From an optimization exercise on the open Yosys and OpenROAD flow, aimed at small area; shortcuts taken in it are not production practice.
In this exercise RTL edits were held to simulation tests only and were not proved equivalent to the original.

## xenon
// process_r
module process_r (
        ap_clk,
        ap_rst,
        ap_start,
        ap_done,
        ap_idle,
        ap_ready,
        ap_ce,
        incr_V,
        ap_return_0,
        ap_return_1
);
Size: ~4100 cells after synthesis, about 430 flip-flops, roughly 71 I/O pins.
export LEC_CHECK = 0
export CAP_MARGIN = 30
export CORE_MARGIN = 5
export CORE_UTILIZATION = 45
export SLEW_MARGIN = 30
export SYNTH_MEMORY_MAX_BITS = 32768
create_clock -name core_clock -period 9.0 [get_ports {ap_clk}]
standard.sh (not shown) runs the stock make flow with config.mk's settings and CLKGATE_MAP_FILE= SYNTH_SCRIPT=/design/flow/synth_recipe.tcl, a recipe that flattens the netlist after the stock synthesis.
==> flow/flow/run.sh <==
#!/bin/bash
# Own flow: the standard layout (standard.sh), with the synthesis
# script replaced by flow/my_synth.tcl (no early generic ABC pass, so that
# full adders are extracted with their polarity; area-oriented ABC mapping).
set -euo pipefail
here=$(pwd)
export FLOW_FLOW_ABC_SCRIPT=$here/flow/abc_area.script
sed "s#SYNTH_SCRIPT=[^ ]*#SYNTH_SCRIPT=$here/flow/my_synth.tcl#" standard.sh > my_standard.sh
grep -q "SYNTH_SCRIPT=$here/flow/my_synth.tcl" my_standard.sh
bash my_standard.sh > flow_make.log 2>&1
==> flow/flow/abc_area.script <==
strash
ifraig
dc2
strash
&get -n
&dch -f
&nf
&put
topo
stime -c
buffer -c
upsize -c
dnsize -c
==> flow/flow/my_synth.tcl <==
# The standard synthesis (synth_recipe.tcl), except that yosys synth skips
# its early generic ABC pass (-noabc), and the final ABC
# mapping uses flow/abc_area.script: area-oriented mapping followed by
# ABC's buffering and sizing. Registers are mapped exactly as in the
# standard synthesis; only the combinational mapping differs.
proc synth {args} { yosys synth -nofsm -noshare -noabc {*}$args }
proc abc {args} {
  set i [lsearch -exact $args -script]
  if { $i >= 0 } {
    lset args [expr {$i + 1}] $::env(FLOW_FLOW_ABC_SCRIPT)
  }
  yosys abc {*}$args
}
source $::env(SCRIPTS_DIR)/synth.tcl
# left out here: clear keep_hierarchy, flatten, clean up, hide names made inside functions, write 1_2_yosys.v
> inputs changed (xenon -> violet)
- changing SLEW_MARGIN from 30 to 40
- changing CAP_MARGIN from 30 to 40
- changing CORE_UTILIZATION from 45 to 40
- setting SETUP_SLACK_MARGIN to 0.3 for the first time
## What came out
For clock-pin slew reported for the worst setup and hold paths after clock tree synthesis, xenon and violet come out practically identical. From xenon to violet the numbers moved as follows: register-to-register setup slack up 0.10 ns; cell count along the critical path down 2. Lower aggregate global-route resource usage goes to violet over xenon. | starting density of the core | lower: violet |. Looking at fraction of the cycle the final worst path needs, violet sits below xenon. xenon ended up with fewer cell instances than violet did. violet against xenon; finished layout cell area is up slightly.
--- input diff violet..nickel ---
- removing SETUP_SLACK_MARGIN (formerly 0.3)
- setting CTS_CLUSTER_DIAMETER to 80 for the first time
- changing CAP_MARGIN from 40 to 30
- changing SLEW_MARGIN from 40 to 30
- setting CTS_CLUSTER_SIZE to 25 for the first time
- changing CORE_UTILIZATION from 40 to 50
Findings:
- Looking at number of antenna violations at the first check in global routing, nickel sits 9 above violet.
- Re maximum fanout encountered on the critical timing path: nickel is 2 down on violet.
- Summary of nickel over violet: routed wire length went down by about 7%, post-route antenna net violation count was more or less identical.
- nickel against violet; critical path depth is up by a few percent.
Relative to nickel, the following input files were edited for maple:
- SETUP_SLACK_MARGIN now 0.3, previously not set
- CTS_CLUSTER_SIZE now 30, was 25
- CTS_CLUSTER_DIAMETER now 100, was 80
- CAP_MARGIN now 40, was 30
- CORE_UTILIZATION now 40, was 50
- SLEW_MARGIN now 40, was 30
[summary]
maple: done, clean on timing, DRC and antenna. Compared with nickel, maple shows a higher signal arrival time at the worst endpoint. maple reports a lower critical path depth than nickel does. Going from nickel to maple, via count shrinks by 0.97%. When maple is set beside nickel, its weighted congestion at the end of routability-driven global placement turns out to be 0.11 smaller. | setup slack | maple vs nickel | worse |. Layout overhead on the synthesized area in maple is 1.1 points higher than in nickel.
Input-level comparison between fjord and maple:
- GPL_TIMING_DRIVEN newly set to 0
- CORE_UTILIZATION changed from 40 to 35
- CTS_CLUSTER_DIAMETER removed (was 100)
- CTS_CLUSTER_SIZE removed (was 30)
==> results.txt <==
- For fjord and maple, there was not a single run that failed to finish clean.
- | met2 layer usage reported by global route | higher: fjord |
- Taking maple as the reference point, the non-clock buffer count of fjord rises by 192.
- Re first-iteration DRC count: fjord is about 17% up on maple.
- fjord vs maple — clock buffer instance count of the final layout rose 24.
- fjord vs. maple: post-detailed-placement half-perimeter wirelength went up by about 60%.
- Diff maple -> fjord: clock buffer and inverter area fraction after layout shows an increase of 1.4 points; design area climbed about 5%; total of buffers placed on input and output ports down 1; via count up 12%.
- Any difference in setup skew after layout between fjord and maple is small enough to ignore.

== ember ==
Another version of the RTL of process_r (not shown whole).
For scale: about 4000 cells after synthesis, roughly 71 I/O pins.
Settings: LEC_CHECK=0, CAP_MARGIN=30, CORE_MARGIN=5, CORE_UTILIZATION=45, CTS_CLUSTER_DIAMETER=80, CTS_CLUSTER_SIZE=25, SLEW_MARGIN=30, SYNTH_MEMORY_MAX_BITS=32768; clock period 9.0 ns.
Scripts as last shown in full above: flow/flow/run.sh, flow/flow/abc_area.script, flow/flow/my_synth.tcl
Here is what was changed in the inputs of tundra compared with ember.
# ember
export LEC_CHECK = 0
export CAP_MARGIN = 30
export CORE_MARGIN = 5
export CORE_UTILIZATION = 45
export CTS_CLUSTER_DIAMETER = 80
export CTS_CLUSTER_SIZE = 25
export SLEW_MARGIN = 30
export SYNTH_MEMORY_MAX_BITS = 32768
create_clock -name core_clock -period 9.0 [get_ports {ap_clk}]
# tundra
export LEC_CHECK = 0
export CAP_MARGIN = 30
export CORE_MARGIN = 5
export CORE_UTILIZATION = 45
export CTS_CLUSTER_DIAMETER = 100
export CTS_CLUSTER_SIZE = 30
export SLEW_MARGIN = 30
export SYNTH_MEMORY_MAX_BITS = 32768
create_clock -name core_clock -period 9.0 [get_ports {ap_clk}]
[summary]
Total number of tap cells essentially unchanged between ember and tundra.
Detailed route, tundra vs ember: via total lower for tundra
Between ember and tundra, number of antenna violations at the first check in global routing is higher for ember, tundra comes in under that.
Compared to ember, tundra has highest achievable clock rate about 0.36% higher.
> inputs changed (tundra -> harbor)
# tundra
export LEC_CHECK = 0
export CAP_MARGIN = 30
export CORE_MARGIN = 5
export CORE_UTILIZATION = 45
export CTS_CLUSTER_DIAMETER = 100
export CTS_CLUSTER_SIZE = 30
export SLEW_MARGIN = 30
export SYNTH_MEMORY_MAX_BITS = 32768
create_clock -name core_clock -period 9.0 [get_ports {ap_clk}]
# harbor
export LEC_CHECK = 0
export CAP_MARGIN = 25
export CORE_MARGIN = 5
export CORE_UTILIZATION = 45
export CTS_CLUSTER_DIAMETER = 100
export CTS_CLUSTER_SIZE = 30
export SLEW_MARGIN = 25
export SYNTH_MEMORY_MAX_BITS = 32768
create_clock -name core_clock -period 9.0 [get_ports {ap_clk}]
Notes after the runs:
- harbor vs. tundra: smallest setup slack after layout fell by 0.12 ns; all-layer global routing usage stayed essentially flat; clock-pin slew reported for the worst setup and hold paths after clock tree synthesis stayed essentially flat; first-pass GRT wire length stayed essentially flat; filler cell count in the final layout rose by 38.
- harbor can be clocked slower than tundra.
- harbor against tundra: total cell area at the placement stage stayed essentially flat.

Setup of main:
process_r with an RTL version that a note above also has.
Size: ~3800 cells after synthesis, about 430 flip-flops, about 71 I/O pins.
## process_r
module process_r (
        ap_clk,
        ap_rst,
        ap_start,
        ap_done,
        ap_idle,
        ap_ready,
        ap_ce,
        incr_V,
        ap_return_0,
        ap_return_1
);
Settings: LEC_CHECK=0, CAP_MARGIN=40, CORE_MARGIN=5, CORE_UTILIZATION=40, SETUP_SLACK_MARGIN=0.3, SLEW_MARGIN=40, SYNTH_MEMORY_MAX_BITS=32768; clock period 9.0 ns.
==> flow/flow/abc_area.script <==
strash
ifraig
dc2
strash
&get -n
&dch -f
&nf
&put
==> flow/flow/my_synth.tcl <==
# The standard synthesis (synth_recipe.tcl), except that yosys synth skips
# its early generic ABC pass (-noabc), and the final ABC
# mapping uses flow/abc_area.script: area-oriented mapping only (the
# layout flow buffers and sizes). Registers are mapped exactly as in the
# standard synthesis; only the combinational mapping differs.
proc synth {args} { yosys synth -nofsm -noshare -noabc {*}$args }
proc abc {args} {
  set i [lsearch -exact $args -script]
  if { $i >= 0 } {
    lset args [expr {$i + 1}] $::env(FLOW_FLOW_ABC_SCRIPT)
  }
  yosys abc {*}$args
}
source $::env(SCRIPTS_DIR)/synth.tcl
# left out here: clear keep_hierarchy, flatten, clean up, hide names made inside functions, write 1_2_yosys.v
Scripts as last shown in full above: flow/flow/run.sh
Edits applied to the flow inputs when going from main to the feature branch:
- a deleted SETUP_SLACK_MARGIN that had been 0.3
- a change of CORE_UTILIZATION from 40 to 45
- a change of CAP_MARGIN from 40 to 30
- a change of SLEW_MARGIN from 40 to 30
- an added CTS_CLUSTER_SIZE of 25
- an added CTS_CLUSTER_DIAMETER of 80
-- flow/flow/abc_area.script --
<<< main, line 9
>>> the feature branch, line 9
topo
stime -c
buffer -c
upsize -c
dnsize -c
-- flow/flow/my_synth.tcl --
<<< main, line 3
# mapping uses flow/abc_area.script: area-oriented mapping only (the
# layout flow buffers and sizes). Registers are mapped exactly as in the
>>> the feature branch, line 3
# mapping uses flow/abc_area.script: area-oriented mapping followed by
# ABC's buffering and sizing. Registers are mapped exactly as in the
Findings:
Of the feature branch and main, it is the feature branch that has the lower area growth from synthesis to layout. Summary of the feature branch over main: design area saw a decrease; global-route wire length before repair shrank by about 4.3%; max-capacitance violation count ~0 delta; area of the core now smaller.

-- separate check: timing with driven ports --
How much do the figures lean on ideal ports? The routed layouts below were timed once more, with nothing changed but the port constraints.
Step 1 assumes that a clkbuf_16 drives the clock port and a buf_2 every other input.
Step 2 moves the port delays by t, midway between the first and last clock arrival at a register: inputs arrive t later, outputs are due t later. That takes back most of the time a late clock gives input paths.
Slacks: ideal ports / drivers / drivers and shift; pairs: ideal ports / drivers.
| run | t (ns) | slack for setup (ns) | worst setup path after step 2 | worst register clock-pin slew, ns | cell pins on the clock port's net |
|---|---|---|---|---|---|
| xenon | 0.675 | 0.985 / 0.985 / 0.985 | register to register | 0.07 / 0.07 | 1 |
| violet | 0.698 | 1.086 / 1.086 / 1.086 | register to register | 0.06 / 0.06 | 1 |
| nickel | 0.660 | 1.319 / 1.319 / 1.319 | register to register | 0.10 / 0.10 | 1 |
| maple | 0.677 | 1.122 / 1.122 / 1.122 | register to register | 0.12 / 0.12 | 1 |
| fjord | 0.715 | 0.518 / 0.518 / 0.518 | register to register | 0.07 / 0.07 | 1 |
| ember | 0.641 | 1.188 / 1.188 / 1.188 | register to register | 0.09 / 0.09 | 1 |
| tundra | 0.631 | 1.216 / 1.216 / 1.216 | register to register | 0.11 / 0.11 | 1 |
| harbor | 0.629 | 1.098 / 1.098 / 1.098 | register to register | 0.11 / 0.11 | 1 |
| main | 0.695 | 0.862 / 0.862 / 0.862 | register to register | 0.06 / 0.06 | 1 |
| the feature branch | 0.704 | 1.041 / 1.041 / 1.041 | register to register | 0.10 / 0.10 | 1 |
After both steps every run listed still meets setup and hold.
